What follows belongs to an exercise in optimizing a design on an open flow for small area, a short achievable clock period and few clock cycles per item; a production flow would make more cautious choices.
Power is estimated from default activity; no workload was simulated.

==> 12-14 <==
==> flow/design.v (excerpt) <==
module cordic #(
    parameter int Width = 16
) (
    input  logic             clk_i,
    input  logic             rst_i,
    input  logic             start_cordic_i,
    input  logic [Width-1:0] x0_i,
    input  logic [Width-1:0] y0_i,
    input  logic [Width-1:0] z0_i,
    output logic [Width-1:0] xn_o,
    output logic [Width-1:0] yn_o,
    output logic [Width-1:0] zn_o,
    output logic             done_tick_cordic_o
);
  function automatic logic [15:0] atan(input logic [3:0] i);
    case (i)
      4'd0: atan = 16'h2D00;
      4'd1: atan = 16'h1A91;
      4'd2: atan = 16'h0E09;
      4'd3: atan = 16'h0720;
      4'd4: atan = 16'h0394;
      4'd5: atan = 16'h01CA;
      4'd6: atan = 16'h00E5;
      4'd7: atan = 16'h0073;
      4'd8: atan = 16'h0039;
      4'd9: atan = 16'h001D;
      4'd10: atan = 16'h000E;
      4'd11: atan = 16'h0007;
      4'd12: atan = 16'h0004;
      4'd13: atan = 16'h0002;
      4'd14: atan = 16'h0001;
      default: atan = 16'h0000;
    endcase
  endfunction
  logic [15:0] x_q, y_q, z_q;
  logic        busy_q;   
  ...
Settings: LEC_CHECK=0, ABC_AREA=1, CAP_MARGIN=20, CORE_MARGIN=2, CORE_UTILIZATION=40, SETUP_SLACK_MARGIN=2.0, SLEW_MARGIN=20; clock period 5.5 ns.
run.sh (not shown) runs the stock make flow with config.mk's settings and CLKGATE_MAP_FILE= SYNTH_SCRIPT=/design/flow/synth_recipe.tcl, a recipe that flattens the netlist after the stock synthesis.
==> inputs of 06-02, as changes to 12-14 <==
--- a/flow/design.v
+++ b/flow/design.v
@@ -29,54 +29,60 @@
       4'd12: atan = 16'h0004;
       4'd13: atan = 16'h0002;
       4'd14: atan = 16'h0001;
       default: atan = 16'h0000;
     endcase
   endfunction
+  function automatic logic [15:0] asr(input logic [15:0] v, input int k);
+    for (int b = 0; b < 16; b++) asr[b] = (b + k > 15) ? v[15] : v[b + k];
+  endfunction
   logic [15:0] x_q, y_q, z_q;
   logic        busy_q;   
   logic        done_q;
   logic neg;
   assign neg = z_q[15];
   logic [15:0] xi, yi;   
-  logic negx_q, posy_q;
-  assign xi = x_q ^ {16{~posy_q}};
-  assign yi = y_q ^ {16{~negx_q}};
+  assign xi = x_q;
+  assign yi = y_q;
   logic [15:0] xs, ys, az;
   logic [3:0] lo_q, hi_q;
-  logic [3:0] loy_q, hiy_q;   
   logic       last;
   assign last = hi_q[3] & lo_q[2];
   logic [15:0] xl, yl;
   always_comb begin
     xl = 16'd0;
     yl = 16'd0;
     for (int i = 0; i < 4; i++) begin
-      xl = xl | ({16{lo_q[i]}} & 16'($signed(xi) >>> i));
-      yl = yl | ({16{loy_q[i]}} & 16'($signed(yi) >>> i));
+      xl = xl | ({16{lo_q[i]}} & asr(xi, i));
+      yl = yl | ({16{lo_q[i]}} & asr(yi, i));
     end
     xs = 16'd0;
     ys = 16'd0;
     for (int i = 0; i < 4; i++) begin
-      xs = xs | ({16{hi_q[i]}} & 16'($signed(xl) >>> (4 * i)));
-      ys = ys | ({16{hiy_q[i]}} & 16'($signed(yl) >>> (4 * i)));
+      xs = xs | ({16{hi_q[i]}} & asr(xl, (4 * i)));
+      ys = ys | ({16{hi_q[i]}} & asr(yl, (4 * i)));
     end
     az = 16'd0;
     for (int i = 0; i < 15; i++) begin
       az = az | ({16{hi_q[i/4] & lo_q[i%4]}} & atan(i));
     end
   end
   logic [15:0] x_d, y_d, z_d, azi;
   logic        cx, cy, cz;
-  assign cx  = ~negx_q & busy_q;
-  assign cy  = ~posy_q & busy_q;
+  assign cx  = ~neg & busy_q;
+  assign cy  = neg & busy_q;
   assign cz  = ~neg & busy_q;
   assign azi = az ^ {16{~neg & busy_q}};
+  logic [15:0] mxs, mys, xsi, ysi;
+  assign mys = {16{cx}};
+  assign mxs = {16{cy}};
+  assign ysi = ys ^ mys;
+  assign xsi = xs ^ mxs;
   logic [16:0] x_g0, x_p0;
-  assign x_g0 = {x_q & ys, cx};
-  assign x_p0 = {x_q ^ ys, 1'b0};
+  assign x_g0 = {x_q & ysi, cx};
+  assign x_p0 = {x_q ^ ysi, 1'b0};
   logic x_g0_, x_p0_;
   assign x_g0_ = x_g0[1] | (x_p0[1] & x_g0[0]);
   assign x_p0_ = x_p0[1] & x_p0[0];
   logic x_g1_, x_p1_;
   assign x_g1_ = x_g0[3] | (x_p0[3] & x_g0[2]);
   assign x_p1_ = x_p0[3] & x_p0[2];
@@ -169,14 +175,14 @@
   assign x_d[11] = x_p0[12] ^ x_g15_;
   assign x_d[12] = x_p0[13] ^ x_g24_;
   assign x_d[13] = x_p0[14] ^ x_g18_;
   assign x_d[14] = x_p0[15] ^ x_g25_;
   assign x_d[15] = x_p0[16] ^ x_g14_;
   logic [16:0] y_g0, y_p0;
-  assign y_g0 = {y_q & xs, cy};
-  assign y_p0 = {y_q ^ xs, 1'b0};
+  assign y_g0 = {y_q & xsi, cy};
+  assign y_p0 = {y_q ^ xsi, 1'b0};
   logic y_g0_, y_p0_;
   assign y_g0_ = y_g0[1] | (y_p0[1] & y_g0[0]);
   assign y_p0_ = y_p0[1] & y_p0[0];
   logic y_g1_, y_p1_;
   assign y_g1_ = y_g0[3] | (y_p0[3] & y_g0[2]);
   assign y_p1_ = y_p0[3] & y_p0[2];
@@ -373,28 +379,22 @@
   assign z_d[15] = z_p0[16] ^ z_g14_;
   always_ff @(posedge clk_i) begin
     if (start_cordic_i) begin
       x_q <= x0_i;
       y_q <= y0_i;
       z_q <= z0_i;
-      negx_q <= z0_i[15];
-      posy_q <= ~z0_i[15];
     end else begin
       x_q <= x_d;
       y_q <= y_d;
       z_q <= z_d;
-      negx_q <= z_d[15];
-      posy_q <= ~z_d[15];
     end
   end
   always_ff @(posedge clk_i, posedge rst_i) begin
     if (rst_i) begin
       lo_q   <= 4'd0;
       hi_q   <= 4'd0;
-      loy_q  <= 4'd0;
-      hiy_q  <= 4'd0;
       busy_q <= 1'b0;
       done_q <= 1'b0;
     end else begin
       if (start_cordic_i) begin
         lo_q <= 4'd1;
         hi_q <= 4'd1;
@@ -402,22 +402,12 @@
         lo_q <= 4'd0;
         hi_q <= 4'd0;
       end else begin
         lo_q <= {lo_q[2:0], lo_q[3]};
         if (lo_q[3]) hi_q <= {hi_q[2:0], 1'b0};
       end
-      if (start_cordic_i) begin
-        loy_q <= 4'd1;
-        hiy_q <= 4'd1;
-      end else if (!busy_q || last) begin
-        loy_q <= 4'd0;
-        hiy_q <= 4'd0;
-      end else begin
-        loy_q <= {loy_q[2:0], loy_q[3]};
-        if (loy_q[3]) hiy_q <= {hiy_q[2:0], 1'b0};
-      end
       busy_q <= start_cordic_i || (busy_q && !last);
       done_q <= busy_q && last && !start_cordic_i;
     end
   end
   assign xn_o = x_q;
   assign yn_o = y_q;
==> flow/flow/run.sh (new file) <==
#!/bin/bash
# The standard layout (the standard.sh), with two changes:
#  - synthesis maps additions to ordinary logic cells (ADDER_MAP_FILE empty,
#    so Yosys does not extract full/half-adder cells); registers are unchanged;
#  - the port buffers that placement inserts are the smallest buffer cell,
#    sky130_fd_sc_hd__buf_1, instead of the one OpenROAD picks by default.
#    Every input and output port still gets its buffer.
# Full output in standard.log.
set -euo pipefail
export ADDER_MAP_FILE=
export BUFFER_PORTS_ARGS="-buffer_cell sky130_fd_sc_hd__buf_1"
bash standard.sh > standard.log 2>&1
==> flow/standard.sh (new file) <==
#!/bin/bash
# synth_recipe.tcl (not shown) runs the flow's synth.tcl, then flattens the netlist and writes it again
# the make line also repeats each setting of config.mk as NAME=value (left out here)
make -C /OpenROAD-flow-scripts/flow DESIGN_CONFIG=/design/flow/config.mk WORK_HOME=/design/flow/orfs CLKGATE_MAP_FILE= SYNTH_SCRIPT=/design/flow/synth_recipe.tcl "${@:-finish}"
--- a/flow/config.mk
+++ b/flow/config.mk
@@ -5,9 +5,9 @@
 export SDC_FILE = /design/flow/constraint.sdc
 export NUM_CORES = 4
 export LEC_CHECK = 0
 export ABC_AREA = 1
 export CAP_MARGIN = 20
 export CORE_MARGIN = 2
-export CORE_UTILIZATION = 40
-export SETUP_SLACK_MARGIN = 2.0
+export CORE_UTILIZATION = 60
+export SETUP_SLACK_MARGIN = 2.6
 export SLEW_MARGIN = 20
removed: flow/run.sh
==> qor summary <==
quantity                                                              06-02                     12-14
Outcome                                                      finished clean            finished clean
Leading area contributor after synthesis           sky130_fd_sc_hd__nand2_1  sky130_fd_sc_hd__dfxtp_1
Number of placement rows                                                 38                        44
Fillers                                                                1105                      1454
Placed cell count                                                      1352                      1067
Crit-path most repeated cell                       sky130_fd_sc_hd__nand2_2  sky130_fd_sc_hd__nand2_1
Worst reg-to-reg path cell count                                         23                        18
Worst Path Buf+Inv                                                        1                         5
Sequential cell area                                         0.001221 sq mm            0.001455 sq mm
Worst Setup EP                                                      x_q[15]                   y_q[14]
Fin nets                                                               1286                      1023
Clk tree area frac                                                   2.619%                    4.033%
Final wirelength                                                   16.76 mm                  17.63 mm
Worst reg2reg setup slack                                           2860 ps                   2120 ps
Count of multi-input combinational gates                                934                       626
Combinational gate power                                            3.57 mW                   3.96 mW
Met1 track demand over resource in global routing                    42.42%                    30.04%
Placeable core region                                         0.01075 sq mm             0.01453 sq mm
Simple-gate portion of the synthesized area                          52.50%                    23.64%
Max frequency                                                    0.3782 GHz                0.2962 GHz
Post-synthesis adder-cell area fraction                                  0%                    16.57%
Final Critical Period                                               2644 ps                   3376 ps
Function was not checked in any run of this note: the RTL went through the layout flow alone.

[afterwards: timing with drivers on the ports]
Ports are ideal in the flow. The routed layouts listed here were re-timed in OpenROAD.
Step 1 (the two cells are an assumption about what drives the block):
set clk [get_ports {clk_i}]
set_driving_cell -lib_cell sky130_fd_sc_hd__clkbuf_16 $clk
set_driving_cell -lib_cell sky130_fd_sc_hd__buf_2 [delete_from_list [all_inputs] $clk]
Step 2, shift: input delay + t, output delay - t, t = (earliest + latest rising clock arrival at the registers) / 2. This alone moves slack from input paths to output paths.
Slacks: ideal ports / drivers / drivers and shift; pairs: ideal ports / drivers.
run	shift t [ns]	setup WS [ns]	hold WS [ns]	worst setup path after step 2	worst register clock-pin slew, ns
12-14	0.383	2.124 / 2.124 / 2.124	0.528 / 0.528 / 0.528	register to register	0.06 / 0.06
06-02	0.405	2.856 / 2.856 / 2.856	0.493 / 0.493 / 0.493	register to register	0.08 / 0.08
After both steps setup and hold are still met in every run listed.
